This design comes from an exercise in tuning for small area on the open sky130 flow, not from production work. At most, simulation tests tie the RTL to the original design; equivalence was not proved. The RTL of run 5 was laid out without a check of its function. Power and IR drop assume default switching activity.

==> flow/design.v <==
`timescale 1ns/1ps
module top(input clk,sys_rst,
            input [15:0] din,
            output reg [15:0] dout,
            output reg dout_valid,      
            output din_ack,             
            output [15:0] imem_addr,    
            input [31:0] imem_data,     
            output halted
);
    reg [15:0] data_mem [15:0];  
    reg [31:0] IR;  
    reg [15:0] GPR [31:0];  
    reg [15:0] SGPR;  
    reg sign, zero, overflow, carry;  
    reg jump_flag;
    reg stop;
    reg [15:0] PC;  
    parameter idle = 0;  
    parameter fetch_inst = 1;  
    parameter dec_exec_inst = 2;  
    parameter next_inst = 3;  
    parameter sense_halt = 4;  
    parameter delay_next_inst = 5;  
    reg [2:0] state, next_state;
    reg [2:0] count;  
    wire [31:0] INST = imem_data;
    wire [4:0]  OP   = INST[31:27];
    wire [4:0]  RDST = INST[26:22];
    wire [4:0]  RS1  = INST[21:17];
    wire        IMM  = INST[16];
    wire [4:0]  RS2  = INST[15:11];
    wire [15:0] ISRC = INST[15:0];
    wire [15:0] A  = GPR[RS1];
    wire [15:0] B  = IMM ? ISRC : GPR[RS2];
    wire [15:0] RD = GPR[RDST];
    wire [15:0] DATA_MEM = data_mem[ISRC[3:0]];
    wire [31:0] mul_res  = A * B;
    wire [16:0] temp_sum = {1'b0, A} + {1'b0, B};
    wire [15:0] temp_dif = A - B;
    reg [15:0] result;
    reg        wr_gpr;
    always @(*) begin
        wr_gpr = 1'b1;
        result = RD;
        case (OP)
            5'b0: result = SGPR;
            5'b1:      result = IMM ? ISRC : A;
            5'b10:      result = temp_sum[15:0];
            5'b11:      result = temp_dif;
            5'b100:      result = mul_res[15:0];
            5'b101:    result = A | B;
            5'b110:   result = A & B;
            5'b111:   result = A ^ B;
            5'b1000:  result = A ~^ B;
            5'b1001:  result = ~(A & B);
            5'b1010:   result = ~(A | B);
            5'b1011:   result = IMM ? ~ISRC : ~A;
            5'b1111:   result = DATA_MEM;
            default:   wr_gpr = 1'b0;
        endcase
    end
    wire [15:0] RNEW = wr_gpr ? result : RD;
    reg jump_now;
    always @(*) begin
        case (OP)
            5'b10000:        jump_now = 1'b1;
            5'b10001:      jump_now = carry;
            5'b10010:    jump_now = ~carry;
            5'b10011:       jump_now = sign;
            5'b10100:     jump_now = ~sign;
            5'b10101:       jump_now = zero;
            5'b10110:     jump_now = ~zero;
            5'b10111:   jump_now = overflow;
            5'b11000: jump_now = ~overflow;
            default:      jump_now = 1'b0;
        endcase
    end
    wire sign_n  = (OP == 5'b100) ? mul_res[31] : RNEW[15];
    wire zero_n  = (OP == 5'b100) ? ~(|mul_res) : ~(|RNEW);
    wire carry_n = (OP == 5'b10) ? temp_sum[16] : 1'b0;
    wire overflow_n =
        (OP == 5'b10) ? ((~A[15] & ~B[15] &  RNEW[15]) | (A[15] &  B[15] & ~RNEW[15])) :
        (OP == 5'b11) ? ((~A[15] &  B[15] &  RNEW[15]) | (A[15] & ~B[15] & ~RNEW[15])) :
        1'b0;
    always @(posedge clk) begin
        if (sys_rst)
            state <= idle;
        else
            state <= next_state;
    end
    always @(*) begin
        case (state)
            idle:            next_state = fetch_inst;
            fetch_inst:      next_state = dec_exec_inst;
            dec_exec_inst:   next_state = delay_next_inst;
            delay_next_inst: next_state = (count < 4) ? delay_next_inst : next_inst;
            next_inst:       next_state = sense_halt;
            sense_halt:      next_state = stop ? sense_halt : fetch_inst;
            default:         next_state = idle;
        endcase
    end
    always @(posedge clk) begin
        case (state)
            delay_next_inst: count <= count + 1;
            default:         count <= 0;
        endcase
    end
    assign din_ack = (state == delay_next_inst) && (count == 0) && (IR[31:27] == 5'b1101);
    assign imem_addr = PC;
    assign halted = (state == sense_halt) && stop;
    always @(posedge clk) begin
        if (sys_rst) begin
            PC <= 16'h0;
            sign <= 1'b0;
            zero <= 1'b0;
            overflow <= 1'b0;
            carry <= 1'b0;
            jump_flag <= 1'b0;
            stop <= 1'b0;
            dout <= 16'h0;
            dout_valid <= 1'b0;
        end else begin
            dout_valid <= 1'b0;
            case (state)
                idle: begin
                    PC <= 16'h0;
                    stop <= 1'b0;
                end
                dec_exec_inst: begin
                    jump_flag <= jump_now;
                    stop <= (OP == 5'b11001);
                    sign <= sign_n;
                    zero <= zero_n;
                    carry <= carry_n;
                    overflow <= overflow_n;
                    if (OP == 5'b1110) begin
                        dout <= DATA_MEM;
                        dout_valid <= 1'b1;
                    end
                end
                next_inst: begin
                    if (jump_flag)
                        PC <= IR[15:0];
                    else
                        PC <= PC + 16'h1;
                end
                default: ;
            endcase
        end
    end
    always @(posedge clk) begin
        if (state == dec_exec_inst) begin
            IR <= INST;
            if (wr_gpr)
                GPR[RDST] <= result;
            if (OP == 5'b100)
                SGPR <= mul_res[31:16];
            if (OP == 5'b1100)
                data_mem[ISRC[3:0]] <= A;
        end
        if (din_ack)
            data_mem[IR[3:0]] <= din;
    end
endmodule
==> flow/run.sh <==
#!/bin/bash
# synth_recipe.tcl (not shown) runs the flow's synth.tcl, then flattens the netlist and writes it again
# the make line also repeats each setting of config.mk as NAME=value (left out here)
make -C /OpenROAD-flow-scripts/flow DESIGN_CONFIG=/design/flow/config.mk WORK_HOME=/design/flow/orfs CLKGATE_MAP_FILE= SYNTH_SCRIPT=/design/flow/synth_recipe.tcl finish
==> flow/config.mk <==
export PLATFORM = sky130hd
export DESIGN_NAME = top
export DESIGN_NICKNAME = top
export VERILOG_FILES = /design/flow/design.v
export SDC_FILE = /design/flow/constraint.sdc
export NUM_CORES = 8
export LEC_CHECK = 0
export CAP_MARGIN = 20
export CORE_MARGIN = 2
export CORE_UTILIZATION = 40
export SLEW_MARGIN = 20
==> flow/constraint.sdc <==
create_clock -name core_clock -period 15.0 [get_ports {clk}]
set_input_delay 3.0000 -clock core_clock [delete_from_list [all_inputs] [get_ports {clk}]]
set_output_delay 3.0000 -clock core_clock [all_outputs]
set_load 0.01 [all_outputs]
==> notes.md, run 1 <==
outcome complete, no violations; placed wire-length estimate ~130000 um; violation count after the first detailed-routing iteration around 5200; number of enable-type register cells in the synthesized netlist about 800; worst reg2reg startpoint GPR[8][2]; mean routed wirelength per cell 32.0 um; count of different cell masters after synthesis 94; WP data arrival roughly 13000 ps; Critical Path Source imem_data[11]; Layout fillers ~12000; maximum fanout along the worst path 66; number of levels the H-tree was split into 3; endpoint of the worst setup timing path zero; Synth async-reset ratio 0%; Final Total Pwr 12.6 mW; number of synthesized register bits between 800 and 900; fmax roughly 0.078 GHz; static power due to leakage between 20 and 25 nW; Layout area overhead 12.2%; TritonCTS Sinks between 800 and 900; full die area approximately 140000 um2; IR Drop Worst-Case VDD 663 uV; vias in the first global route 36600; Worst setup EP type flip-flop; Starting Density roughly two fifths; wire length of the first global-routing pass roughly 270000 um; Crit Path Class in2reg; dominant synthesized flop cell edfxtp_1; WP data required between 15000 and 20000 ps; GR Layer Usage met3 slightly below 7%; number of buffers added by the clock tree synthesis step between 80 and 90; post-cts repair resize count 0; net count reported at finish around 4400; final setup TNS 0 ps; number of detailed-routing iterations run before antenna repair 8; pin count of the biggest net entering global routing just under 90; total wirelength of the detailed-routed design between 150000 and 200000 um; I/O pin count 85; die height between 300 and 400 um; setup slack on the worst flop-to-flop path 4870 ps; maximum buffer depth of the clock tree 3; Commonest cells post-synth edfxtp_1, mux4_2, nor2_1; Chip Width 369 um; remaining max-slew budget at the tightest pin between 20% and 30%; number of setup violations in the final report 0; slowest cell on the critical path buf_8; most frequent cell on the critical path fa_1; number of hold-slack violations in the final timing report 0; GR Layer Usage met1 37.3%; maximum cell stage delay along the critical path 590 ps; Via density 6.42; leading post-synthesis cells by cell area edfxtp_1, mux4_2, fa_1, ha_1, mux2i_1; number of cells traversed by the worst register-to-register path 27; pre-CTS WS 1480 ps; portion of the post-synthesis area used by sequential elements a little under half; Core Box Area around 130000 um2; share of final-layout standard cells stronger than drive strength 1 22.1%; reg-to-reg critical path endpoint zero; last weighted congestion value of the routability-driven placer 0.985; critical path startpoint category input port; number of buffers and inverters on the critical path 6; power per standard cell area about 210 nW/um2; Stages on worst setup path 29; cell type with the largest total area after synthesis edfxtp_1; number of buffer cells added on primary ports 84; setup repair after global routing missed its margin no; Hold WS between 400 and 500 ps; clock latency on the worst-skew pair between 700 and 800 ps; yosys warns 1; routed via count 37400; most frequent cell after synthesis edfxtp_1; number of max-cap violations 0; netlist area before placement 53400 um2; number of stages on the worst hold path 1; number of remaining DRC errors 0; Reg clk slew, reported paths 60 ps; average cell area after synthesis 13.7 um2; met2 Usage GRT approximately 41%; crit path time final about 13000 ps; final worst slack ~2200 ps; Congestion Overflow GR 0; busiest layer in global routing met2; GRT Resource Usage Total approximately 27%; standard-cell rows ~130; initial antenna violation count 8; clock tree root driver cell clkbuf_16; Post-DRT Antenna Nets 0; Mapped Cells a little under 4000; hold-fix buffer count after cts 0; Tightest Hold Check Type reg2reg; Mapped Nets around 4300; family of cells with the greatest summed delay on the critical path adder cells; Final Max Slew Viols 0; fraction of the cycle the final worst path needs a little under nine tenths; # Post-CTS Setup Buffers 0; transition time at the pin with the least slew margin 1160 ps; setup skew after layout between 50 and 60 ps; fraction of post-synthesis cell area in the top cell type by area 45.3%; CTS tree built
-- metrics by stage --
stage | utilization, % | std cells | instance area [um2]
floorplan | - | 3901 | 53400
global placement | 42.7 | 5655 | 56800
detailed placement | 42.7 | 5655 | 56800
CTS | 45.0 | 5819 | 59900
global route | 45.1 | 5821 | 59900
finish | 45.1 | 5823 | 59900
-- flip-flops by register name, summed over array words and instances, names as in the netlist --
register	flops
IR	21
dout_valid	1
overflow	1
carry	1
sign	1
GPR	512
SGPR	16
data_mem	256
state	3
count	3
zero	1
jump_flag	1
PC	16
dout	16
stop	1
-- where the power goes --
group	leakage (nW)	switching [mW]	total (mW)	internal, mW
Sequential	7.60	0.00766	2.86	2.85
Clock	1.50	1.02	2.36	1.35
Combinational	12.0	4.62	7.34	2.72
-- layout make-up --
| type | count | area [um2] | share of cell area [%] |
|---|---|---|---|
| inverters | 309 | 1160 | 1.94 |
| multi-input cells | 2485 | 26300 | 44.0 |
| diodes | 2 | 5.00 | 0.00835 |
| clock inverters | 57 | 731 | 1.22 |
| repair buffers | 245 | 2040 | 3.40 |
| clock buffers | 107 | 2360 | 3.94 |
| well taps | 1768 | 2210 | 3.69 |
| flip-flops and latches | 850 | 25100 | 41.8 |
-- worst min-delay path by stage --
stage	startpoint	endpoint
2_1_floorplan	count[0]	count[0]
4_1_cts	count[0]	count[0]
6_report	count[0]	count[0]
5_1_grt	count[0]	count[0]
3_3_place_gp	count[0]	count[0]
3_5_place_dp	count[0]	count[0]
-- cell families (layout without fill, tap and decap cells) --
kind of cell,Yosys count,in the layout,share of synthesized area [%]
AND/OR/NAND/NOR,892,892,7.82
flip-flops,850,850,47.0
multiplexers,611,611,21.9
AO/OA/AOI/OAI,580,580,7.33
buffers and inverters,566,718,4.16
adder cells (fa/ha/maj),353,353,11.0
XOR/XNOR,49,49,0.804
other,0,2,0
-- layer usage --
metal,up-vias,share of wire (%)
li1,15200,-
met1,19300,39
met2,2474,45
met3,461,12
met4,12,5.1
met5,-,0.041
-- cell usage in the layout, fill, tap and decap left out, types with 46 or more instances in the layout --
cell	netlist	layout
mux4_2	444	444
clkbuf_16	0	91
fa_1	195	195
o22ai_1	82	82
buf_4	4	162
nand2_1	264	264
a21oi_1	139	130
clkdlybuf4s50_1	0	67
edfxtp_1	805	805
ha_1	158	158
nor2_2	0	46
nor2_1	327	279
a22oi_1	48	48
inv_1	291	291
mux2i_1	151	150
o21ai_0	80	76
==> inputs of run 2 (changes only) <==
==> flow/design.v (replaced) <==
`timescale 1ns/1ps
module top(input clk,sys_rst,
            input [15:0] din,
            output [15:0] dout,
            output dout_valid,
            output din_ack,
            output [15:0] imem_addr,
            input [31:0] imem_data,
            output halted
);
    localparam [1:0] S_INIT = 2'd0, S_EXEC = 2'd1, S_UPD = 2'd2, S_HALT = 2'd3;
    reg [4:0]  ph;
    reg [1:0]  st;
    reg        cp;         
    reg        jt;         
    reg        pcc;        
    reg        cf, zf, sf, vf;
    reg [15:0] pc;
    reg [15:0] T;          
    reg [15:0] sg;         
    reg [511:0] gq;        
    reg [255:0] dq;        
    wire [3:0] b    = ph[3:0];
    wire       half = ph[4];
    wire       b0   = (b == 4'd0);
    wire       b15  = (b == 4'd15);
    wire [4:0]  op   = imem_data[31:27];
    wire [4:0]  rdst = imem_data[26:22];
    wire [4:0]  rs1  = imem_data[21:17];
    wire        imm  = imem_data[16];
    wire [4:0]  rs2  = imem_data[15:11];
    wire [15:0] isrc = imem_data[15:0];
    wire exec = (st == S_EXEC);
    wire upd  = (st == S_UPD);
    wire init = (st == S_INIT);
    wire op_mul  = (op == 5'd4);
    wire op_add  = (op == 5'd2);
    wire op_sub  = (op == 5'd3);
    wire op_gdm  = (op == 5'd12);
    wire op_din  = (op == 5'd13);
    wire op_dout = (op == 5'd14);
    wire op_dgpr = (op == 5'd15);
    wire op_jmp  = (op[4:3] == 2'b10) | (op == 5'd24);
    wire op_halt = (op == 5'd25);
    wire writes  = (op <= 5'd11) | op_dgpr;
    wire dmw     = op_gdm | op_din;
    wire [15:0] ghead, gmid;
    wire [7:0]  dhead, dmid;
    genvar gi;
    generate
        for (gi = 0; gi < 16; gi = gi + 1) begin : gt
            assign ghead[gi] = gq[32*gi + 31];
            assign gmid[gi]  = gq[32*gi + 15];
        end
        for (gi = 0; gi < 8; gi = gi + 1) begin : dt
            assign dhead[gi] = dq[32*gi + 31];
            assign dmid[gi]  = dq[32*gi + 15];
        end
    endgenerate
    wire [31:0] gtap = {gmid, ghead};
    wire [15:0] dtap = {dmid, dhead};
    wire [4:0] selb  = writes ? rs2 : rdst;
    wire a_bit = gtap[{rs1[4] ^ half, rs1[3:0]}];
    wire r_bit = gtap[{selb[4] ^ half, selb[3:0]}];
    wire m_bit = dtap[{isrc[3] ^ half, isrc[2:0]}];
    wire i_bit = isrc[b];
    wire d_bit = din[b];
    wire bb    = imm ? i_bit : r_bit;
    wire ua    = imm ? i_bit : a_bit;
    wire final_w = op_mul ? (cp & (half == rdst[4])) :
                   writes ? (half == rdst[4]) :
                   dmw    ? (half == isrc[3]) : 1'b1;
    wire mstep = exec & op_mul & cp & final_w;
    wire clr   = exec & op_mul & ~cp;
    wire y     = mstep & a_bit;
    wire [15:0] pp = {16{y}} & T;
    wire [16:0] msum = {1'b0, sg} + {1'b0, pp};
    wire bx   = bb ^ op_sub;
    wire cin  = b0 ? op_sub : cf;
    wire sum  = a_bit ^ bx ^ cin;
    wire cout = (a_bit & bx) | (a_bit & cin) | (bx & cin);
    reg res;
    always @(*) begin
        case (op)
            5'd0:  res = sg[0];
            5'd1:  res = ua;
            5'd2:  res = sum;
            5'd3:  res = sum;
            5'd4:  res = msum[0];
            5'd5:  res = a_bit | bb;
            5'd6:  res = a_bit & bb;
            5'd7:  res = a_bit ^ bb;
            5'd8:  res = ~(a_bit ^ bb);
            5'd9:  res = ~(a_bit & bb);
            5'd10: res = ~(a_bit | bb);
            5'd11: res = ~ua;
            5'd15: res = m_bit;
            default: res = r_bit;
        endcase
    end
    reg jcond;
    always @(*) begin
        case (op)
            5'd16: jcond = 1'b1;
            5'd17: jcond = cf;
            5'd18: jcond = ~cf;
            5'd19: jcond = sf;
            5'd20: jcond = ~sf;
            5'd21: jcond = zf;
            5'd22: jcond = ~zf;
            5'd23: jcond = vf;
            5'd24: jcond = ~vf;
            default: jcond = 1'b0;
        endcase
    end
    wire gwe  = exec & final_w & writes;
    wire dwe  = exec & final_w & dmw;
    wire dbit = op_din ? d_bit : a_bit;
    assign din_ack    = exec & final_w & op_din & b15;
    assign dout_valid = upd & b0 & op_dout;
    assign dout       = T;
    assign imem_addr  = pc;
    assign halted     = (st == S_HALT);
    integer i;
    always @(posedge clk) begin
        for (i = 0; i < 16; i = i + 1)
            gq[32*i +: 32] <= {gq[32*i +: 31],
                               (gwe && rdst[3:0] == i) ? res : gq[32*i + 31]};
        for (i = 0; i < 8; i = i + 1)
            dq[32*i +: 32] <= {dq[32*i +: 31],
                               (dwe && isrc[2:0] == i) ? dbit : dq[32*i + 31]};
    end
    always @(posedge clk)
        sg <= {mstep ? msum[16] : (clr ? 1'b0 : sg[0]), msum[15:1]};
    wire tshift = (exec & op_mul & ~cp) | (exec & final_w & (op_dout | op_jmp)) | (upd & jt);
    wire tin    = op_mul ? bb : (op_dout ? m_bit : i_bit);
    always @(posedge clk)
        if (tshift) T <= {tin, T[15:1]};
    wire pshift = (upd | init) & ~b15;
    wire pcy    = b0 ? pc[0] : pcc;
    wire nb     = init ? 1'b0 : (jt ? T[1] : (pc[1] ^ pcy));
    always @(posedge clk) begin
        pcc <= pcy & pc[1];
        if (pshift) pc[15:1] <= {nb, pc[15:2]};
        if ((upd | init) & b0) pc[0] <= init ? 1'b0 : (jt ? isrc[0] : ~pc[0]);
    end
    always @(posedge clk) begin
        if (sys_rst) begin
            ph <= 5'd0;
            st <= S_INIT;
            cp <= 1'b0;
            cf <= 1'b0;
            zf <= 1'b0;
            sf <= 1'b0;
            vf <= 1'b0;
        end else begin
            ph <= ph + 5'd1;
            case (st)
                S_INIT: if (b15) st <= S_EXEC;
                S_EXEC: begin
                    if (b0) jt <= jcond;
                    if (b0 & op_halt) st <= S_HALT;
                    else if (b15 & final_w) st <= S_UPD;
                    if (b15 & op_mul) cp <= 1'b1;
                    cf <= b15 ? (op_add & cout) : cout;
                    zf <= (b0 ? 1'b1 : zf) & ~res;
                    if (b15) begin
                        sf <= res;
                        vf <= (op_add | op_sub) & (cin ^ cout);
                    end
                end
                S_UPD: begin
                    if (cp) begin
                        zf <= zf & ~sg[0];
                        if (b15) sf <= sg[0];
                    end
                    if (b15) begin
                        st <= S_EXEC;
                        cp <= 1'b0;
                    end
                end
                default: ;
            endcase
        end
    end
endmodule
--- a/flow/config.mk
+++ b/flow/config.mk
@@ -8,4 +8,7 @@
 export CAP_MARGIN = 20
 export CORE_MARGIN = 2
 export CORE_UTILIZATION = 40
+export CTS_BUF_LIST = sky130_fd_sc_hd__clkbuf_16
+export CTS_CLUSTER_DIAMETER = 60
+export CTS_CLUSTER_SIZE = 30
 export SLEW_MARGIN = 20
==> run 2 against run 1 <==
  * Hold slack got worse by 140 ps
  * First-iteration DRC count down 89%
  * Via count shrank 75%
  * Register-to-register slack improved by 5300 ps
  * Sequential power fell by 22%
  * Synthesized cell count down 66%
  * Critical path depth down 21
  * Clock power down 45%
  * Clock skew down 31 ps
  * Largest power group is now sequential cells
==> notes.md, run 2 <==
clock share of power between 30% and 40%; die height 231 um; Reg clk slew, reported paths 100 ps; critical path startpoint category input port; fraction of the cycle the final worst path needs between 60% and 70%; clock latency on the worst-skew pair roughly 600 ps; routed via count just over 9000; flip-flop count of the largest register, all copies and words added between 500 and 600; maximum buffer depth of the clock tree 3; I/O pin count between 80 and 90; leading post-synthesis cells by cell area dfxtp_1, edfxtp_1, mux4_2, mux2_2, ha_1; net count reported at finish approximately 1500; setup skew after layout just under 20 ps; post-cts repair resize count 0; reg-to-reg critical path endpoint sg[15]; hold-fix buffer count after cts 0; Worst setup EP type primary output; initial antenna violation count 4; Starting Density 40.2%; power share of the combinational group between 2 and 2.5%; number of remaining DRC errors 0; number of buffers added by the clock tree synthesis step 42; Synth async-reset ratio 0%; power per standard cell area between 150 and 200 nW/um2; number of stages on the worst hold path 0; number of synthesized register bits 830; Worst Hold End gq[484]; WP data required between 10000 and 15000 ps; remaining max-slew budget at the tightest pin between 30 and 40%; Critical Path Source imem_data[28]; number of levels the H-tree was split into 2; last weighted congestion value of the routability-driven placer approximately 0.88; crit path time final 9350 ps; power dissipated by switching net loads 0.783 mW; # Post-CTS Setup Buffers 0; number of detailed-routing iterations run before antenna repair 5; share of total power in sequential cells 61.7%; highest-count cells in the layout ignoring fill and taps dfxtp_1, clkdlybuf4s50_1, nor2_1, clkbuf_16, nand2_1; pin count of the biggest net entering global routing 31; Chip Width 231 um; TritonCTS Sinks 830; final setup TNS 0 ps; pre-CTS WS ~5600 ps; commonest non-fill, non-tap cell in the layout dfxtp_1; IR Drop Worst-Case VDD between 90 and 100 uV; number of max-cap violations 0; setup repair after global routing missed its margin no; violation count after the first detailed-routing iteration 560; Final Max Slew Viols 0; average cell area after synthesis roughly 16 um2; portion of the post-synthesis area used by sequential elements between 80% and 90%; worst reg2reg startpoint ph[4]; Core Box Area 51100 um2; share of final-layout standard cells stronger than drive strength 1 about a tenth; placed wire-length estimate 21800 um; switch share 21.8%; static power due to leakage around 9 nW; wire length of the first global-routing pass just over 50000 um; worst hold start gq[483]; setup slack on the worst flop-to-flop path a little over 10000 ps; number of setup violations in the final report 0; Final Total Pwr around 3.6 mW; final worst slack between 5000 and 6000 ps; netlist area before placement 20500 um2; vias in the first global route ~9000; number of enable-type register cells in the synthesized netlist 33; Layout area overhead 14.5%; Tightest Hold Check Type reg2reg; mean routed wirelength per cell around 15 um; most frequent cell after synthesis dfxtp_1; standard-cell rows a little over 80; yosys warns 1; WP data arrival between 6000 and 7000 ps; register with the highest flop count gq; clock tree root driver cell clkbuf_16; total wirelength of the detailed-routed design between 30000 and 40000 um; Commonest cells post-synth dfxtp_1, nor2_1, nand2_1; Mapped Nets about 1400; cell type with the largest total area after synthesis dfxtp_1; dominant synthesized flop cell dfxtp_1; Mapped Cells roughly 1300; outcome complete, no violations; full die area 53200 um2; number of cells traversed by the worst register-to-register path 18; fmax 0.107 GHz; fraction of post-synthesis cell area in the top cell type by area 77.7%; CTS tree built; number of buffer cells added on primary ports 84; Post-DRT Antenna Nets 0; cell internal pwr about 2.8 mW; number of hold-slack violations in the final timing report 0; GRT Resource Usage Total between 10% and 20%; Crit Path Class in2out; Via density roughly 4.4; maximum fanout along the worst path 29; transition time at the pin with the least slew margin 911 ps; count of different cell masters after synthesis between 60 and 70; Congestion Overflow GR 0
==> run 2: metrics by stage <==
step	hold slack [ps]	cells	area [um2]	util [%]
2_1_floorplan	310	1325	20500	-
3_3_place_gp	310	2057	22100	43.3
3_5_place_dp	312	2057	22100	43.3
4_1_cts	316	2126	23500	46.0
5_1_grt	312	2126	23500	46.0
6_report	314	2128	23500	46.1
==> run 2: worst max path at each step <==
| stage | end | slack, ps |
|---|---|---|
| global route | din_ack | 5490 |
| global placement | din_ack | 5700 |
| floorplan | din_ack | 7610 |
| CTS | din_ack | 5620 |
| detailed placement | din_ack | 5640 |
| finish | din_ack | 5650 |
==> run 2: power by group through the flow <==
stage | Clock (mW) | Combinational, mW | Sequential (mW)
2_1_floorplan | 0 | 0.0491 | 2.27
3_3_place_gp | 0 | 0.0768 | 2.27
5_1_grt | 1.43 | 0.0838 | 2.22
3_5_place_dp | 0 | 0.0775 | 2.27
6_report | 1.30 | 0.0773 | 2.22
4_1_cts | 1.35 | 0.0778 | 2.22
==> run 2: area by class of cell <==
class                      instances  area [um2]
multi-input combinational        437        3350
antenna                            2        5.00
timing repair buffer              88         871
tap                              680         851
fill                            4467       27600
clock inverter                    27         373
inverter                          22        82.6
clock buffer                      42        1050
sequential                       830       16900
==> run 2: cells by family (layout without fill, tap and decap cells) <==
group	Yosys count	count (layout)	share of synthesized area, %
adder cells (fa/ha/maj)	23	23	1.47
flip-flops	830	830	82.5
buffers and inverters	58	179	1.21
XOR/XNOR	21	21	0.895
AO/OA/AOI/OAI	114	114	4.03
AND/OR/NAND/NOR	214	214	5.15
other	0	2	0
multiplexers	65	65	4.76
==> run 2: critical path, cell delays in order <==
cell and delay (ps):
clkdlybuf4s50_1 760, nand2_2 290, a31o_1 170, buf_4 290, o32ai_1 220, or2_1 420
nor4_1 550, clkdlybuf4s50_1 640
==> run 2: routing by layer <==
| layer | vias to the layer above | wire length (um) | track usage (%) |
|---|---|---|---|
| met5 | - | 33 | 0 |
| met4 | 4 | 1020 | 5.67 |
| met3 | 67 | 1550 | 2.84 |
| met2 | 190 | 13300 | 17.7 |
| met1 | 4441 | 16600 | 17.7 |
| li1 | 4640 | - | - |
==> inputs of run 3 (changes only) <==
--- a/flow/config.mk
+++ b/flow/config.mk
@@ -9,6 +9,6 @@
 export CORE_MARGIN = 2
 export CORE_UTILIZATION = 40
 export CTS_BUF_LIST = sky130_fd_sc_hd__clkbuf_16
-export CTS_CLUSTER_DIAMETER = 60
-export CTS_CLUSTER_SIZE = 30
+export CTS_CLUSTER_DIAMETER = 50
+export CTS_CLUSTER_SIZE = 40
 export SLEW_MARGIN = 20
==> run 3 against run 2 <==
  * Die area stayed put
  * Final cell count up 1.2%
  * Non-clock buffer count unchanged
  * Hold slack lost 4.3 ps
  * Cell area up 1.4%
  * Sequential share of layout area fell by 1.0 points
  * Largest power group unchanged
  * Synthesized cell count did not move
  * Fmax up 0.20%
  * Global-route usage up 0.17 points
  * Sequential power about the same
  * Still clean
  * Sequential cell count unchanged
  * Clock skew up 6.0 ps
==> notes.md, run 3 <==
Layout area overhead 16.2%; maximum buffer depth of the clock tree 3; flip-flop count of the largest register, all copies and words added 512; # Post-CTS Setup Buffers 0; GRT Resource Usage Total 12.5%; die height roughly 230 um; number of detailed-routing iterations run before antenna repair 4; number of buffer cells added on primary ports 84; Chip Width 231 um; average cell area after synthesis approximately 16 um2; number of synthesized register bits 830; violation count after the first detailed-routing iteration 495; Final Max Slew Viols 0; Congestion Overflow GR 0; Layout Utilization 46.7%; WP data required roughly 12000 ps; hold-fix buffer count after cts 0; Mapped Cells 1325; multi-input logic area 3350 um2; number of remaining DRC errors 0; number of levels the H-tree was split into 2; Layout fillers ~4500; pre-CTS WS about 5600 ps; wire length of the first global-routing pass between 50000 and 60000 um; static power due to leakage 9.23 nW; final setup TNS 0 ps; IR Drop Worst-Case VDD 97.6 uV; maximum fanout along the worst path 29; number of max-cap violations 0; most frequent cell after synthesis dfxtp_1; vias in the first global route around 9300; fmax 0.107 GHz; pin count of the biggest net entering global routing 30; dominant synthesized flop cell dfxtp_1; portion of the post-synthesis area used by sequential elements 82.5%; commonest non-fill, non-tap cell in the layout dfxtp_1; number of stages on the worst hold path 0; Post-DRT Antenna Nets 0; net count reported at finish approximately 1500; number of hold-slack violations in the final timing report 0; Worst Hold End gq[157]; setup skew after layout around 26 ps; number of cells traversed by the worst register-to-register path 18; mean routed wirelength per cell 15.1 um; cell type with the largest total area after synthesis dfxtp_1; Via density between 4 and 5; WP data arrival approximately 6300 ps; leading post-synthesis cells by cell area dfxtp_1, edfxtp_1, mux4_2, mux2_2, ha_1; Commonest cells post-synth dfxtp_1, nor2_1, nand2_1; placed wire-length estimate about 22000 um; area of all sequential standard cells 16900 um2; total wirelength of the detailed-routed design between 30000 and 40000 um; Starting Density a little over 40%; count of different cell masters after synthesis 62; Worst setup EP type primary output; reg-to-reg critical path endpoint sg[15]; clock latency on the worst-skew pair about 600 ps; final worst slack between 5000 and 6000 ps; transition time at the pin with the least slew margin around 880 ps; post-cts repair resize count 0; fraction of the cycle the final worst path needs between 60% and 70%; share of final-layout standard cells stronger than drive strength 1 between 10% and 20%; fraction of post-synthesis cell area in the top cell type by area between 70% and 80%; filler-free cell count of the finished design around 2200; register with the highest flop count gq; Reg clk slew, reported paths roughly 90 ps; CTS tree built; worst reg2reg startpoint ph[4]; Crit Path Class in2out; full die area between 50000 and 60000 um2; Core Box Area roughly 50000 um2; worst hold start gq[156]; Synth async-reset ratio 0%; initial antenna violation count 3; crit path time final about 9300 ps; Mapped Nets ~1400; number of setup violations in the final report 0; power per standard cell area ~160 nW/um2; remaining max-slew budget at the tightest pin between 40% and 50%; routed via count between 9000 and 10000; setup slack on the worst flop-to-flop path between 10000 and 15000 ps; number of buffers added by the clock tree synthesis step about 50; netlist area before placement ~21000 um2; standard-cell rows 83; Final Total Pwr roughly 3.8 mW; outcome complete, no violations; number of enable-type register cells in the synthesized netlist 33; last weighted congestion value of the routability-driven placer slightly below 0.9; Critical Path Source imem_data[27]; cell total after placement 2057; Tightest Hold Check Type reg2reg; TritonCTS Sinks 830; critical path startpoint category input port; yosys warns 1; I/O pin count 85; highest-count cells in the layout ignoring fill and taps dfxtp_1, clkdlybuf4s50_1, nor2_1, clkbuf_16, nand2_1; setup repair after global routing missed its margin no; clock tree root driver cell clkbuf_16
run 3: per-layer routing:
metal	track usage (%)	wire length, um
met5	0	25
met4	4.66	912
met3	3.67	1780
met2	17.9	13500
met1	17.8	16400
run 3: stage by stage:
step                      area (um2)  hold WS (ps)
after floorplan                20500           310
after global routing           23900           314
after detailed placement       22100           312
final                          23900           309
after global placement         22100           310
after CTS                      23900           317
run 3: cell families after synthesis:
kind of cell / synth area share, %
mux: 4.76
flops: 82.5
compound gates: 4.03
simple gates: 5.15
fa+ha+maj: 1.47
xor+xnor: 0.895
buf+inv: 1.21
run 3: layout make-up:
type / count / share of cell area (%)
diodes: 2 / 0.0210
clock buffers: 51 / 5.35
clock inverters: 43 / 2.04
inverters: 22 / 0.346
multi-input cells: 437 / 14.0
flip-flops and latches: 830 / 71.0
well taps: 680 / 3.56
repair buffers: 88 / 3.65
run 3: how the worst max path moves through the flow:
| stage | endpoint | slack, ps | cells past startpoint |
|---|---|---|---|
| after floorplan | din_ack | 7610 | 7 |
| after global placement | din_ack | 5700 | 7 |
| after detailed placement | din_ack | 5640 | 7 |
| after CTS | din_ack | 5620 | 7 |
| after global routing | din_ack | 5480 | 8 |
| final | din_ack | 5670 | 8 |
run 3: power breakdown:
group	internal, mW	total, mW	switching [mW]	leakage [nW]
Clock	0.693	1.47	0.778	0.865
Combinational	0.0353	0.0776	0.0423	1.60
Sequential	2.22	2.22	0.00444	6.77
Total	2.94	3.77	0.825	9.23
run 3: critical path, stage by stage:
cell             delay (ps)
clkdlybuf4s50_1         740
nand2_2                 300
a31o_1                  170
buf_4                   300
o32ai_1                 230
or2_1                   420
nor4_1                  530
clkdlybuf4s50_1         630
==> inputs of run 4 (changes only) <==
--- a/flow/config.mk
+++ b/flow/config.mk
@@ -8,7 +8,4 @@
 export CAP_MARGIN = 20
 export CORE_MARGIN = 2
 export CORE_UTILIZATION = 40
-export CTS_BUF_LIST = sky130_fd_sc_hd__clkbuf_16
-export CTS_CLUSTER_DIAMETER = 50
-export CTS_CLUSTER_SIZE = 40
 export SLEW_MARGIN = 20
==> run 4 against run 3 <==
  * Clock power up 36%
  * Clock skew down 2.8 ps
  * Routed wire length is 2.1% higher
  * Cell area increased by 3.9%
  * Non-clock buffer count is the same
  * Largest power group unchanged
==> notes.md, run 4 <==
Synth async-reset ratio 0%; xor-xnor portion of the synthesized cell area less than 1%; portion of the post-synthesis area used by sequential elements between 80% and 90%; static power due to leakage around 9.7 nW; WP data arrival around 6400 ps; maximum cell stage delay along the critical path 760 ps; clock tree root driver cell clkbuf_16; routed via count about 9600; number of enable-type register cells in the synthesized netlist 33; mux share of post-synthesis cell area around 4.8%; Layout area overhead 20.7%; share of synthesized cell area in full adder, half adder and majority cells between 1 and 1.5%; last weighted congestion value of the routability-driven placer roughly 0.9; Crit Path Class in2out; Core Box Area 51100 um2; wire length of the first global-routing pass 52300 um; most frequent cell after synthesis dfxtp_1; total wirelength of the detailed-routed design ~33000 um; netlist area before placement around 21000 um2; pin count of the biggest net entering global routing 30; cell total after placement ~2100; Post-DRT Antenna Nets 0; Final Max Slew Viols 0; Chip Width approximately 230 um; Starting Density between 40% and 50%; number of synthesized register bits 830; flip-flop count of the largest register, all copies and words added around 500; vias in the first global route roughly 9600; most frequent cell on the critical path clkdlybuf4s50_1; simple-gate portion of the synthesized area 5.15%; post-cts repair resize count 0; final setup TNS 0 ps; Mapped Nets around 1400; number of buffers added by the clock tree synthesis step 76; hold-fix buffer count after cts 0; slowest cell on the critical path clkdlybuf4s50_1; number of buffer cells added on primary ports 84; post-layout instance area roughly 25000 um2; number of hold-slack violations in the final timing report 0; fmax between 0.1 and 0.15 GHz; share of the synthesized area in compound gates (AO/OA/AOI/OAI) a little over 4%; placed wire-length estimate between 20000 and 25000 um; crit path time final 9350 ps; I/O pin count 85; Reg clk slew, reported paths ~60 ps; remaining max-slew budget at the tightest pin approximately two fifths; clock latency on the worst-skew pair approximately 610 ps; sequence of cells on the critical path clkdlybuf4s50_1 > nand2_2 > a31o_1 > buf_4 > o32ai_1 > or2_1 > nor4_1 > clkdlybuf4s50_1; number of detailed-routing iterations run before antenna repair 5; register with the highest flop count gq; die height about 230 um; transition time at the pin with the least slew margin roughly 900 ps; fraction of the cycle the final worst path needs between 60 and 70%; setup repair after global routing missed its margin no; WP data required around 12000 ps; Mapped Cells around 1300; number of max-cap violations 0; fraction of post-synthesis cell area in the top cell type by area slightly below 80%; average cell area after synthesis 15.5 um2; maximum buffer depth of the clock tree 3; number of levels the H-tree was split into 3; leading post-synthesis cells by cell area dfxtp_1, edfxtp_1, mux4_2, mux2_2, ha_1; Layout Utilization around half; power per standard cell area between 150 and 200 nW/um2; final worst slack about 5600 ps; CTS tree built; setup skew after layout ~23 ps; cell type with the largest total area after synthesis dfxtp_1; critical path startpoint category input port; Congestion Overflow GR 0; mean routed wirelength per cell around 15 um; yosys warns 1; outcome complete, no violations; IR Drop Worst-Case VDD just over 90 uV; TritonCTS Sinks 830; standard-cell rows 83; full die area roughly 53000 um2; initial antenna violation count 4; commonest non-fill, non-tap cell in the layout dfxtp_1; number of setup violations in the final report 0; Worst setup EP type primary output; filler-free cell count of the finished design roughly 2200; net count reported at finish 1528; highest-count cells in the layout ignoring fill and taps dfxtp_1, clkdlybuf4s50_1, clkbuf_16, nor2_1, nand2_1; maximum fanout along the worst path 29; pre-CTS WS ~5600 ps; share of final-layout standard cells stronger than drive strength 1 between 10% and 20%; main combinational cell family by area after synthesis simple AND/OR/NAND/NOR gates; Tightest Hold Check Type reg2reg; Area after DPL 22100 um2; Hold WS 304 ps; Final Total Pwr ~4.3 mW; dominant synthesized flop cell dfxtp_1; count of different cell masters after synthesis 62; GRT Resource Usage Total approximately an eighth; # Post-CTS Setup Buffers 0; Commonest cells post-synth dfxtp_1, nor2_1, nand2_1; number of remaining DRC errors 0; violation count after the first detailed-routing iteration between 400 and 500; Via density 4.38
## run 4: changes by cell type in the layout (fill, tap and decap cells not counted), sizes merged
cell	before	now
clkinv	21	18
bufinv	1	10
clkinvlp	1	3
diode	2	1
inv	42	24
clkbuf	51	107
## run 4: worst paths after layout
check	startpoint	end	slack, ps	cells after the start
setup / recovery	imem_data[28]	din_ack	5650	8
hold / removal	gq[156]	gq[157]	300	0
setup reg to reg	ph[4]	sg[15]	10120	18
hold reg to reg	gq[156]	gq[157]	300	0
## run 4: cell families after synthesis
kind of cell	count (synthesis)
flops	830
simple gates	214
compound gates	114
mux	65
buf+inv	58
fa+ha+maj	23
xor+xnor	21
## run 4: critical path, delay by kind of cell
family          cells  cell delay (ps)
buf+inv             3             1700
compound gates      2              390
simple gates        3             1260
## run 4: metal layers
layer	part of all wire (%)	track usage (%)	routed length, um	vias to the layer above
met5	0.11	0	36	-
met4	3.2	6.09	1070	6
met3	5.5	4.05	1810	91
met2	41	18.1	13800	228
met1	50	17.9	16600	4570
li1	-	-	-	4732
## run 4: where the power goes
part	internal, mW	switching [mW]	total [mW]
logic	0.0353	0.0423	0.0776
clock network	1.20	0.797	2.00
registers	2.22	0.00438	2.22
total	3.45	0.844	4.30
## run 4: cell type report
cell class	count	area [um2]
Tap cell	680	851
Fill cell	4346	26300
Multi-Input combinational cell	437	3350
Antenna cell	1	2.50
Clock inverter	33	515
Clock buffer	107	2180
Sequential cell	830	16900
Inverter	22	82.6
Timing Repair Buffer	88	871
==> inputs of run 5 (changes only) <==
--- a/flow/design.v
+++ b/flow/design.v
@@ -59,19 +59,20 @@
     endgenerate
     wire [31:0] gtap = {gmid, ghead};
     wire [15:0] dtap = {dmid, dhead};
-    wire [4:0] selb  = writes ? rs2 : rdst;
-    wire a_bit = gtap[{rs1[4] ^ half, rs1[3:0]}];
-    wire r_bit = gtap[{selb[4] ^ half, selb[3:0]}];
+    wire needcp = op_mul | op_gdm | (~imm & ((op == 5'd2) | (op == 5'd3) | ((op >= 5'd5) & (op <= 5'd10))));
+    wire copyw  = needcp & ~cp;
+    wire [4:0] sa = copyw ? (op_gdm ? rs1 : rs2) : (writes ? rs1 : rdst);
+    wire a_bit = gtap[{sa[4] ^ half, sa[3:0]}];
+    wire r_bit = a_bit;
     wire m_bit = dtap[{isrc[3] ^ half, isrc[2:0]}];
     wire i_bit = isrc[b];
     wire d_bit = din[b];
-    wire bb    = imm ? i_bit : r_bit;
+    wire bb    = imm ? i_bit : T[0];
     wire ua    = imm ? i_bit : a_bit;
-    wire final_w = op_mul ? (cp & (half == rdst[4])) :
-                   writes ? (half == rdst[4]) :
-                   dmw    ? (half == isrc[3]) : 1'b1;
-    wire mstep = exec & op_mul & cp & final_w;
-    wire clr   = exec & op_mul & ~cp;
+    wire final_w = ~copyw & (writes ? (half == rdst[4]) :
+                             dmw    ? (half == isrc[3]) : 1'b1);
+    wire mstep = exec & op_mul & final_w;
+    wire clr   = exec & op_mul & copyw;
     wire y     = mstep & a_bit;
     wire [15:0] pp = {16{y}} & T;
     wire [16:0] msum = {1'b0, sg} + {1'b0, pp};
@@ -115,7 +116,7 @@
     end
     wire gwe  = exec & final_w & writes;
     wire dwe  = exec & final_w & dmw;
-    wire dbit = op_din ? d_bit : a_bit;
+    wire dbit = op_din ? d_bit : T[0];
     assign din_ack    = exec & final_w & op_din & b15;
     assign dout_valid = upd & b0 & op_dout;
     assign dout       = T;
@@ -132,8 +133,8 @@
     end
     always @(posedge clk)
         sg <= {mstep ? msum[16] : (clr ? 1'b0 : sg[0]), msum[15:1]};
-    wire tshift = (exec & op_mul & ~cp) | (exec & final_w & (op_dout | op_jmp)) | (upd & jt);
-    wire tin    = op_mul ? bb : (op_dout ? m_bit : i_bit);
+    wire tshift = (exec & (copyw | (final_w & ~op_mul))) | (upd & jt);
+    wire tin    = op_dout ? m_bit : ((op_jmp | (op_mul & imm)) ? i_bit : a_bit);
     always @(posedge clk)
         if (tshift) T <= {tin, T[15:1]};
     wire pshift = (upd | init) & ~b15;
@@ -161,7 +162,7 @@
                     if (b0) jt <= jcond;
                     if (b0 & op_halt) st <= S_HALT;
                     else if (b15 & final_w) st <= S_UPD;
-                    if (b15 & op_mul) cp <= 1'b1;
+                    if (b15 & needcp) cp <= 1'b1;
                     cf <= b15 ? (op_add & cout) : cout;
                     zf <= (b0 ? 1'b1 : zf) & ~res;
                     if (b15) begin
@@ -170,9 +171,9 @@
                     end
                 end
                 S_UPD: begin
-                    if (cp) begin
-                        zf <= zf & ~sg[0];
-                        if (b15) sf <= sg[0];
+                    if (b0 & op_mul) begin
+                        zf <= zf & ~(|sg);
+                        sf <= sg[15];
                     end
                     if (b15) begin
                         st <= S_EXEC;
==> flow/flow/run.sh (new file) <==
#!/bin/bash
# Own layout flow: the standard flow (standard synthesis, floorplan, power grid
# and tap cells unchanged) with two settings changed:
#  - every port gets a buf_1 as its port buffer (instead of the default buffer cell)
#  - clock tree synthesis builds larger sink clusters and inserts no dummy loads
# Each tool writes its own log under orfs/logs/; make's output goes to flow_make.log.
set -euo pipefail
cd "$(dirname "$0")/.."
source flow/params.sh
export BUFFER_PORTS_ARGS="-buffer_cell sky130_fd_sc_hd__buf_1"
export CTS_ARGS="-sink_clustering_enable -repair_clock_nets -dont_use_dummy_load -buf_list ${CTS_BUFS} -sink_clustering_size ${CTS_SIZE} -sink_clustering_max_diameter ${CTS_DIAM}"
bash standard.sh finish > flow_make.log 2>&1
==> flow/flow/params.sh (new file) <==
CTS_BUFS=sky130_fd_sc_hd__clkbuf_16
CTS_SIZE=40
CTS_DIAM=60
==> flow/standard.sh (new file) <==
#!/bin/bash
# synth_recipe.tcl (not shown) runs the flow's synth.tcl, then flattens the netlist and writes it again
# the make line also repeats each setting of config.mk as NAME=value (left out here)
make -C /OpenROAD-flow-scripts/flow DESIGN_CONFIG=/design/flow/config.mk WORK_HOME=/design/flow/orfs CLKGATE_MAP_FILE= SYNTH_SCRIPT=/design/flow/synth_recipe.tcl "${@:-finish}"
removed: flow/run.sh
==> run 5 against run 4 <==
  * Clock skew rose by 81 ps
  * Clock power fell by 46%
  * Largest power group unchanged
  * Synthesized cell count fell by 5.1%
  * Register-to-register slack got worse by 1200 ps
  * Critical endpoint is now sg[15]
  * Largest cell class unchanged
  * Sequential power rose by 4%
  * Area after synthesis fell by 2.0%
  * Utilization fell by 4.1 points
==> notes.md, run 5 <==
Final Max Slew Viols 0; Starting Density between 40 and 50%; average cell area after synthesis 16.0 um2; fraction of the cycle the final worst path needs roughly 62%; number of hold-slack violations in the final timing report 0; crit path time final 9310 ps; wire length of the first global-routing pass 47900 um; number of synthesized register bits 830; mean routed wirelength per cell between 15 and 20 um; highest-count cells in the layout ignoring fill and taps dfxtp_1, buf_1, nor2_1, nand2_1, clkbuf_16; power per standard cell area approximately 160 nW/um2; GRT Resource Usage Total about 12%; Via density 4.33; violation count after the first detailed-routing iteration roughly 550; # Post-CTS Setup Buffers 0; pin count of the biggest net entering global routing between 40 and 50; maximum buffer depth of the clock tree 3; GR Layer Usage met3 under 10%; cell internal pwr roughly 2.8 mW; commonest non-fill, non-tap cell in the layout dfxtp_1; outcome complete, no violations; Layout area overhead 10.2%; I/O pin count 85; routed via count 8787; total wirelength of the detailed-routed design 31100 um; Mapped Nets 1334; CTS tree built; vias in the first global route ~8300; area of all sequential standard cells approximately 17000 um2; GR Layer Usage met1 17.7%; placed wire-length estimate between 20000 and 25000 um; clock latency on the worst-skew pair about 600 ps; busiest layer in global routing met1; Worst Hold End gq[24]; number of buffer cells added on primary ports 84; Congestion Overflow GR 0; static power due to leakage 8.59 nW; Post-DRT Antenna Nets 0; number of detailed-routing iterations run before antenna repair 5; clock tree root driver cell clkbuf_16; setup skew after layout 104 ps; power dissipated by switching net loads ~0.72 mW; die height about 230 um; number of stages on the worst hold path 0; maximum fanout along the worst path 19; setup slack on the worst flop-to-flop path between 8000 and 9000 ps; portion of the post-synthesis area used by sequential elements between 80% and 90%; worst hold start gq[23]; Crit Path Class in2reg; met2 Usage GRT between 15 and 20%; number of levels the H-tree was split into 2; full die area around 52000 um2; register with the highest flop count gq; setup repair after global routing missed its margin no; Layout Utilization ~44%; hold-fix buffer count after cts 0; netlist area before placement 20100 um2; number of cells traversed by the worst register-to-register path 24; dominant synthesized flop cell dfxtp_1; share of total power in sequential cells about 65%; share of final-layout standard cells stronger than drive strength 1 7.08%; number of remaining DRC errors 0; Synth async-reset ratio 0%; TritonCTS Sinks a little over 800; fraction of post-synthesis cell area in the top cell type by area 79.2%; transition time at the pin with the least slew margin about 1000 ps; initial antenna violation count 7; Layout fillers between 4000 and 5000; number of enable-type register cells in the synthesized netlist 33; fmax 0.107 GHz; count of different cell masters after synthesis 57; number of max-cap violations 0; worst reg2reg startpoint cp; Core Box Area 50000 um2; Reg clk slew, reported paths around 120 ps; Tightest Hold Check Type reg2reg; Chip Width between 200 and 250 um; cell type with the largest total area after synthesis dfxtp_1; clock share of power 30.7%; standard-cell rows 82; power share of the combinational group 4.0%; Commonest cells post-synth dfxtp_1, nor2_1, nand2_1; number of setup violations in the final report 0; switch share approximately 21%; WP data required 15450 ps; multi-input logic area between 2000 and 3000 um2; most frequent cell after synthesis dfxtp_1; WP data arrival a little under 10000 ps; critical path startpoint category input port; yosys warns 1; number of buffers added by the clock tree synthesis step 40; reg-to-reg critical path endpoint sg[15]; Mapped Cells about 1300; remaining max-slew budget at the tightest pin around 30%; last weighted congestion value of the routability-driven placer ~0.86; flip-flop count of the largest register, all copies and words added about 500; net count reported at finish 1435; IR Drop Worst-Case VDD 95.8 uV; final setup TNS 0 ps; Hold WS around 250 ps; post-cts repair resize count 0; leading post-synthesis cells by cell area dfxtp_1, edfxtp_1, mux4_2, ha_1, mux2_2; Worst setup EP type flip-flop
## run 5: worst max-delay path, cell delays in order
cell and delay (ps):
buf_1 660, nor2_1 210, a211oi_2 300, o21a_1 370
mux2_4 370, o221ai_4 350, mux4_1 610, mux2_2 270
mux4_2 610, inv_1 120, nor2_1 180, and2_1 220
ha_1 190, inv_1 70, fa_1 200, nor2b_1 50
o21ai_0 180, a21boi_0 140, o21ai_0 210, a21boi_0 150
o21ai_0 210, a21boi_0 160, o21ai_0 320, a21oi_1 140
a41o_1 270, o21a_1 180
## run 5: routing by layer
metal / part of all wire (%) / vias to the layer above
li1: - / 4322
met1: 51 / 4205
met2: 40 / 191
met3: 6.5 / 63
met4: 2.6 / 6
met5: 0.11 / -
## run 5: per-stage QoR
step / instances / worst slack, ps / area [um2] / total power [mW]
floorplan: 1257 / 6490 / 20100 / 2.43
global placement: 1988 / 5250 / 21200 / 2.49
detailed placement: 1988 / 5190 / 21200 / 2.49
CTS: 2028 / 5780 / 22200 / 3.57
global route: 2028 / 4840 / 22200 / 3.66
finish: 2031 / 5690 / 22200 / 3.52
## run 5: cell type report
class / count / area share (%)
antenna: 3 / 0.0338
inverter: 21 / 0.355
multi-input combinational: 379 / 13.5
timing repair buffer: 86 / 1.49
tap: 672 / 3.79
sequential: 830 / 76.4
clock buffer: 40 / 4.51
## run 5: worst max-delay path by stage
stage               slack, ps     startpoint  cells past startpoint      to
floorplan                6490  imem_data[27]                     26  sg[15]
global placement         5250  imem_data[28]                     26  sg[15]
detailed placement       5190  imem_data[28]                     26  sg[15]
CTS                      5780  imem_data[28]                     26  sg[15]
global route             4840  imem_data[28]                     26  sg[13]
finish                   5690  imem_data[28]                     26  sg[15]
## run 5: logic make-up (layout without fill, tap and decap cells)
group / Yosys count / count (layout) / synth area share (%)
and+or+nand+nor: 186 / 186 / 4.49
adders and majority gates: 27 / 27 / 1.75
muxes: 63 / 63 / 5.01
AOI/OAI and AO/OA: 87 / 87 / 2.89
buffers and inverters: 48 / 147 / 1.02
other: 0 / 3 / 0
xor gates and xnor gates: 16 / 16 / 0.696
DFF: 830 / 830 / 84.1
## run 5: power by group through the flow
stage / clock network (mW) / logic, mW / registers, mW
global route: 1.21 / 0.154 / 2.30
finish: 1.08 / 0.140 / 2.30
detailed placement: 0 / 0.141 / 2.35
floorplan: 0 / 0.0823 / 2.35
global placement: 0 / 0.139 / 2.35
CTS: 1.13 / 0.141 / 2.30
==> inputs of run 6 (changes only) <==
--- a/flow/design.v
+++ b/flow/design.v
@@ -75,7 +75,16 @@
     wire clr   = exec & op_mul & copyw;
     wire y     = mstep & a_bit;
     wire [15:0] pp = {16{y}} & T;
-    wire [16:0] msum = {1'b0, sg} + {1'b0, pp};
+    wire [16:0] mc;
+    wire [15:0] ms;
+    assign mc[0] = 1'b0;
+    generate
+        for (gi = 0; gi < 16; gi = gi + 1) begin : mfa
+            assign ms[gi]   = sg[gi] ^ pp[gi] ^ mc[gi];
+            assign mc[gi+1] = (sg[gi] & pp[gi]) | (sg[gi] & mc[gi]) | (pp[gi] & mc[gi]);
+        end
+    endgenerate
+    wire [16:0] msum = {mc[16], ms};
     wire bx   = bb ^ op_sub;
     wire cin  = b0 ? op_sub : cf;
     wire sum  = a_bit ^ bx ^ cin;
==> flow/flow/params.sh (replaced) <==
CTS_BUFS=sky130_fd_sc_hd__clkbuf_16
CTS_SIZE=35
CTS_DIAM=40
--- a/flow/config.mk
+++ b/flow/config.mk
@@ -7,5 +7,5 @@
 export LEC_CHECK = 0
 export CAP_MARGIN = 20
 export CORE_MARGIN = 2
-export CORE_UTILIZATION = 40
+export CORE_UTILIZATION = 60
 export SLEW_MARGIN = 20
==> run 6 against run 5 <==
  * Synthesized cell count is 3.6% lower
  * Largest power group unchanged
  * Via count is 3.6% lower
  * Still clean
  * Hold slack better by 41 ps
  * Register-to-register slack worse by 3400 ps
==> notes.md, run 6 <==
outcome complete, no violations; full die area about 35000 um2; Commonest cells post-synth dfxtp_1, nor2_1, edfxtp_1; mean routed wirelength per cell around 16 um; static power due to leakage between 8 and 9 nW; filler-free cell count of the finished design approximately 1800; fraction of the cycle the final worst path needs between 80 and 90%; crit path time final about 12000 ps; yosys warns 1; cell total after placement around 1700; Stages on worst setup path 31; last weighted congestion value of the routability-driven placer between 0.8 and 0.9; IR Drop Worst-Case VDD roughly 120 uV; total wirelength of the detailed-routed design between 20000 and 30000 um; Chip Width 187 um; setup repair after global routing missed its margin no; GR Layer Usage met3 3.39%; multi-input logic area 2880 um2; placed wire-length estimate 18700 um; highest-count cells in the layout ignoring fill and taps dfxtp_1, buf_1, clkbuf_16, nor2_1, edfxtp_1; Hold WS just under 300 ps; met2 Usage GRT 23.5%; wire length of the first global-routing pass between 40000 and 50000 um; transition time at the pin with the least slew margin approximately 930 ps; Layout area overhead 10.9%; number of stages on the worst hold path 0; setup skew after layout about 81 ps; fraction of post-synthesis cell area in the top cell type by area between 70% and 80%; cell type with the largest total area after synthesis dfxtp_1; count of different cell masters after synthesis 60; Starting Density about three fifths; remaining max-slew budget at the tightest pin a little under two fifths; Core Box Area about 33000 um2; Synth async-reset ratio 0%; Worst setup EP type flip-flop; number of synthesized register bits a little over 800; number of hold-slack violations in the final timing report 0; slowest cell on the critical path buf_1; number of buffers and inverters on the critical path 5; final setup TNS 0 ps; GRT Resource Usage Total roughly 17%; Via density approximately 4.8; hold-fix buffer count after cts 0; number of cells traversed by the worst register-to-register path 30; number of max-cap violations 0; clock tree root driver cell clkbuf_16; maximum buffer depth of the clock tree 3; Final Total Pwr between 3 and 4 mW; register with the highest flop count gq; WP data required 15470 ps; Layout Utilization 67.9%; number of levels the H-tree was split into 2; commonest non-fill, non-tap cell in the layout dfxtp_1; critical path startpoint category input port; violation count after the first detailed-routing iteration 320; vias in the first global route roughly 8400; Layout fillers about 2300; pre-CTS WS between 2000 and 2500 ps; post-cts repair resize count 0; family of cells with the greatest summed delay on the critical path adder cells; Final Max Slew Viols 0; number of buffers added by the clock tree synthesis step 57; netlist area before placement approximately 20000 um2; net count reported at finish around 1400; GR Layer Usage met1 between 20% and 30%; busiest layer in global routing met1; maximum cell stage delay along the critical path roughly 660 ps; Mapped Cells around 1200; power per standard cell area 168 nW/um2; initial antenna violation count 3; die height roughly 190 um; I/O pin count between 80 and 90; Congestion Overflow GR 0; CTS tree built; routed via count 8475; number of enable-type register cells in the synthesized netlist 33; TritonCTS Sinks slightly above 800; leading post-synthesis cells by cell area dfxtp_1, edfxtp_1, mux4_2, fa_1, mux2i_1; number of setup violations in the final report 0; Tightest Hold Check Type reg2reg; post-layout instance area roughly 22000 um2; clock latency on the worst-skew pair about 600 ps; flip-flop count of the largest register, all copies and words added just over 500; share of final-layout standard cells stronger than drive strength 1 under 10%; Post-DRT Antenna Nets 0; most frequent cell after synthesis dfxtp_1; Mapped Nets around 1300; pin count of the biggest net entering global routing 29; Crit Path Class in2reg; fmax between 0.08 and 0.09 GHz; area of all sequential standard cells 16900 um2; maximum fanout along the worst path 24; portion of the post-synthesis area used by sequential elements about 85%; Area after DPL ~21000 um2; standard-cell rows 66; number of detailed-routing iterations run before antenna repair 4; number of remaining DRC errors 0; final worst slack ~2600 ps; most frequent cell on the critical path fa_1; WP data arrival between 10000 and 15000 ps; Reg clk slew, reported paths ~70 ps; number of buffer cells added on primary ports 84; dominant synthesized flop cell dfxtp_1; # Post-CTS Setup Buffers 0; average cell area after synthesis 16.5 um2
==> run 6: worst paths after layout <==
kind         slack (ps)     startpoint      to
max                2620  imem_data[28]  sg[14]
min                 290         dq[90]  dq[91]
max reg2reg        5540             cp  sg[14]
min reg2reg         290         dq[90]  dq[91]
==> run 6: logic make-up after synthesis <==
kind of cell | after synthesis | share of synthesized area, %
xor gates and xnor gates | 8 | 0.350
adders and majority gates | 26 | 2.23
AOI/OAI and AO/OA | 68 | 2.29
DFF | 830 | 84.7
and+or+nand+nor | 162 | 4.28
muxes | 76 | 5.21
buffers and inverters | 42 | 0.956
==> run 6: layout make-up <==
type | instances | area share (%)
Antenna cell | 3 | 0.0338
Clock buffer | 57 | 6.42
Inverter | 15 | 0.254
Multi-Input combinational cell | 340 | 13.0
Sequential cell | 830 | 76.3
Tap cell | 442 | 2.49
Timing Repair Buffer | 87 | 1.52
==> run 6: metal layers <==
layer	up-vias	share of wire, %	wire length (um)
li1	4213	-	-
met5	-	0.046	13
met3	72	4.1	1180
met4	2	3.5	1000
met2	181	40	11500
met1	4007	52	14800
==> run 6: report_power, final <==
group	switching, mW	internal [mW]	leakage (nW)
Clock	0.635	0.667	0.702
Sequential	0.0274	2.27	6.76
Combinational	0.0905	0.0508	1.23
==> inputs of run 7 (changes only) <==
--- a/flow/config.mk
+++ b/flow/config.mk
@@ -7,5 +7,5 @@
 export LEC_CHECK = 0
 export CAP_MARGIN = 20
 export CORE_MARGIN = 2
-export CORE_UTILIZATION = 60
+export CORE_UTILIZATION = 75
 export SLEW_MARGIN = 20
==> run 7 against run 6 <==
  * Still clean on timing, DRC and antenna
  * Utilization up 16 points
  * Sequential cell count unchanged
  * Clock skew hardly changed
  * Via count increased by 8.3%
  * First-iteration DRC count increased to 2.6 times the previous value
  * Clock power is 7% lower
  * Critical path type unchanged
  * Critical endpoint unchanged
  * Largest cell class unchanged
  * Largest power group unchanged
  * Highest routed layer unchanged
==> notes.md, run 7 <==
number of hold-slack violations in the final timing report 0; maximum fanout along the worst path 24; highest-count cells in the layout ignoring fill and taps dfxtp_1, buf_1, clkbuf_16, nor2_1, edfxtp_1; hold-fix buffer count after cts 0; fmax ~0.077 GHz; GRT Resource Usage Total approximately 29%; final worst slack ~2000 ps; wire length of the first global-routing pass 59100 um; worst hold start gq[226]; number of max-cap violations 0; clock latency on the worst-skew pair just under 600 ps; most frequent cell on the critical path fa_1; area of all sequential standard cells around 17000 um2; static power due to leakage roughly 8.6 nW; share of final-layout standard cells stronger than drive strength 1 around 7.7%; register with the highest flop count gq; maximum cell stage delay along the critical path 710 ps; maximum buffer depth of the clock tree 3; critical path startpoint category input port; pin count of the biggest net entering global routing 33; IR Drop Worst-Case VDD between 150 and 200 uV; placed wire-length estimate roughly 24000 um; crit path time final roughly 13000 ps; Via density approximately 5.5; portion of the post-synthesis area used by sequential elements about 85%; Congestion Overflow GR 0; power per standard cell area roughly 170 nW/um2; number of enable-type register cells in the synthesized netlist 33; mean routed wirelength per cell roughly 24 um; number of buffer cells added on primary ports between 80 and 90; Layout fillers roughly 1100; net count reported at finish 1397; Synth async-reset ratio 0%; final setup TNS 0 ps; multi-input logic area ~2900 um2; Final Total Pwr approximately 3.7 mW; number of cells traversed by the worst register-to-register path 30; I/O pin count 85; vias in the first global route between 9000 and 10000; commonest non-fill, non-tap cell in the layout dfxtp_1; violation count after the first detailed-routing iteration 840; fraction of post-synthesis cell area in the top cell type by area between 70% and 80%; standard-cell rows 59; pre-CTS WS 1880 ps; worst reg2reg startpoint cp; leading post-synthesis cells by cell area dfxtp_1, edfxtp_1, mux4_2, fa_1, mux2i_1; dominant synthesized flop cell dfxtp_1; clock tree root driver cell clkbuf_16; Post-DRT Antenna Nets 0; transition time at the pin with the least slew margin ~980 ps; Chip Width roughly 170 um; number of buffers added by the clock tree synthesis step 48; average cell area after synthesis 16.5 um2; full die area about 28000 um2; WP data arrival roughly 13000 ps; Core Box Area 26100 um2; Layout Utilization between 80 and 90%; Crit Path Class in2reg; Commonest cells post-synth dfxtp_1, nor2_1, edfxtp_1; cell type with the largest total area after synthesis dfxtp_1; setup repair after global routing missed its margin no; Layout area overhead 9.10%; initial antenna violation count 4; number of detailed-routing iterations run before antenna repair 18; remaining max-slew budget at the tightest pin around a third; flip-flop count of the largest register, all copies and words added 512; TritonCTS Sinks 830; post-cts repair resize count 0; # Post-CTS Setup Buffers 0; Starting Density approximately three quarters; Hold WS just under 300 ps; Reg clk slew, reported paths 110 ps; Final Max Slew Viols 0; die height 167 um; setup skew after layout approximately 81 ps; Worst setup EP type flip-flop; number of remaining DRC errors 0; number of levels the H-tree was split into 2; number of stages on the worst hold path 0; CTS tree built; last weighted congestion value of the routability-driven placer about 0.82; Critical Path Source imem_data[28]; Mapped Nets between 1000 and 1500; Tightest Hold Check Type reg2reg; number of synthesized register bits slightly above 800; routed via count 9176; yosys warns 1; netlist area before placement 20000 um2; Mapped Cells around 1200; total wirelength of the detailed-routed design 38900 um; fraction of the cycle the final worst path needs between 80% and 90%; number of setup violations in the final report 0; count of different cell masters after synthesis 60; slowest cell on the critical path buf_1; most frequent cell after synthesis dfxtp_1; WP data required 15450 ps; outcome complete, no violations
[run 7: cell counts after synthesis]
Identical to the previous run, type by type.
[run 7: final timing paths]
path | slack, ps | endpoint
max reg2reg | 4890 | sg[14]
max | 1980 | sg[14]
min reg2reg | 290 | gq[227]
min | 290 | gq[227]
[run 7: layout make-up]
cell class	count	share of cell area [%]
Antenna cell	2	0.0229
Clock buffer	48	5.50
Inverter	15	0.258
Multi-Input combinational cell	340	13.2
Sequential cell	830	77.6
Tap cell	335	1.92
Timing Repair Buffer	86	1.51
[run 7: cells by family (layout without fill, tap and decap cells)]
family / after synthesis / count (layout) / synth area share, %
AO/OA/AOI/OAI: 68 / 68 / 2.29
XOR/XNOR: 8 / 8 / 0.350
adder cells (fa/ha/maj): 26 / 26 / 2.23
buffers and inverters: 42 / 149 / 0.956
flip-flops: 830 / 830 / 84.7
multiplexers: 76 / 76 / 5.21
other: 0 / 2 / 0
AND/OR/NAND/NOR: 162 / 162 / 4.28
[run 7: report_power, final]
part	leakage (nW)	internal (mW)	switching [mW]	total, mW
combinational	1.22	0.0510	0.0975	0.149
clock	0.592	0.568	0.646	1.21
sequential	6.76	2.27	0.0311	2.30
total	8.57	2.88	0.775	3.66
[run 7: critical path, delay by kind of cell]
family | cells | cell delay, ps
adder cells (fa/ha/maj) | 16 | 5820
multiplexers | 4 | 1620
AND/OR/NAND/NOR | 4 | 1400
buffers and inverters | 5 | 970
AO/OA/AOI/OAI | 2 | 610
[run 7: stage by stage]
step           area [um2]  std cells
4_1_cts             21800       1654
2_1_floorplan       20000       1212
6_report            21800       1656
3_5_place_dp        20600       1606
3_3_place_gp        20600       1606
5_1_grt             21800       1654
[run 7: per-layer routing]
| metal | GRT usage (%) | part of all wire (%) | up-vias |
|---|---|---|---|
| met5 | 0 | 0.051 | - |
| met1 | 37.2 | 40 | 4497 |
| met3 | 5.18 | 6.6 | 110 |
| met4 | 11.5 | 4.0 | 4 |
| li1 | - | - | 4183 |
| met2 | 48.7 | 49 | 382 |

re-timing with driven ports:
In the flow no input, the clock included, has a driving cell. The finished layouts below were timed again as built, in two steps.
Step 1 sets driving cells, clkbuf_16 on the clock port and buf_2 on the other inputs (assumed; they add their load-dependent delay and slew).
Step 2 adds t to the input delays and takes it off the output delays; t is the mean of the earliest and latest rising clock arrival at the registers after step 1. Input paths then give back, and output paths get back, about the clock's delay inside the block.
Three values: ideal ports, drivers, drivers and shift; two values: the first two.
run | shift t [ns] | setup WS [ns] | worst setup path at the end | latest minus earliest clock arrival (ns) | cell pins on the clock port's net
run 1 | 0.802 | 2.167 / 2.190 / 1.387 | input to register | 0.052 / 0.053 | 1
run 2 | 0.641 | 5.648 / 5.580 / 5.580 | input to output | 0.023 / 0.023 | 1
run 3 | 0.645 | 5.666 / 5.602 / 5.602 | input to output | 0.030 / 0.029 | 1
run 4 | 0.663 | 5.647 / 5.581 / 5.581 | input to output | 0.026 / 0.025 | 1
run 5 | 0.602 | 5.694 / 5.718 / 5.116 | input to register | 0.106 / 0.106 | 1
run 6 | 0.612 | 2.622 / 2.632 / 2.020 | input to register | 0.081 / 0.080 | 1
run 7 | 0.600 | 1.983 / 2.005 / 1.405 | input to register | 0.081 / 0.081 | 1
After both steps every run listed still meets setup and hold. The setup slack of run 1, which loses most, moves by +0.023 ns with the drivers and by -0.780 ns with both steps.
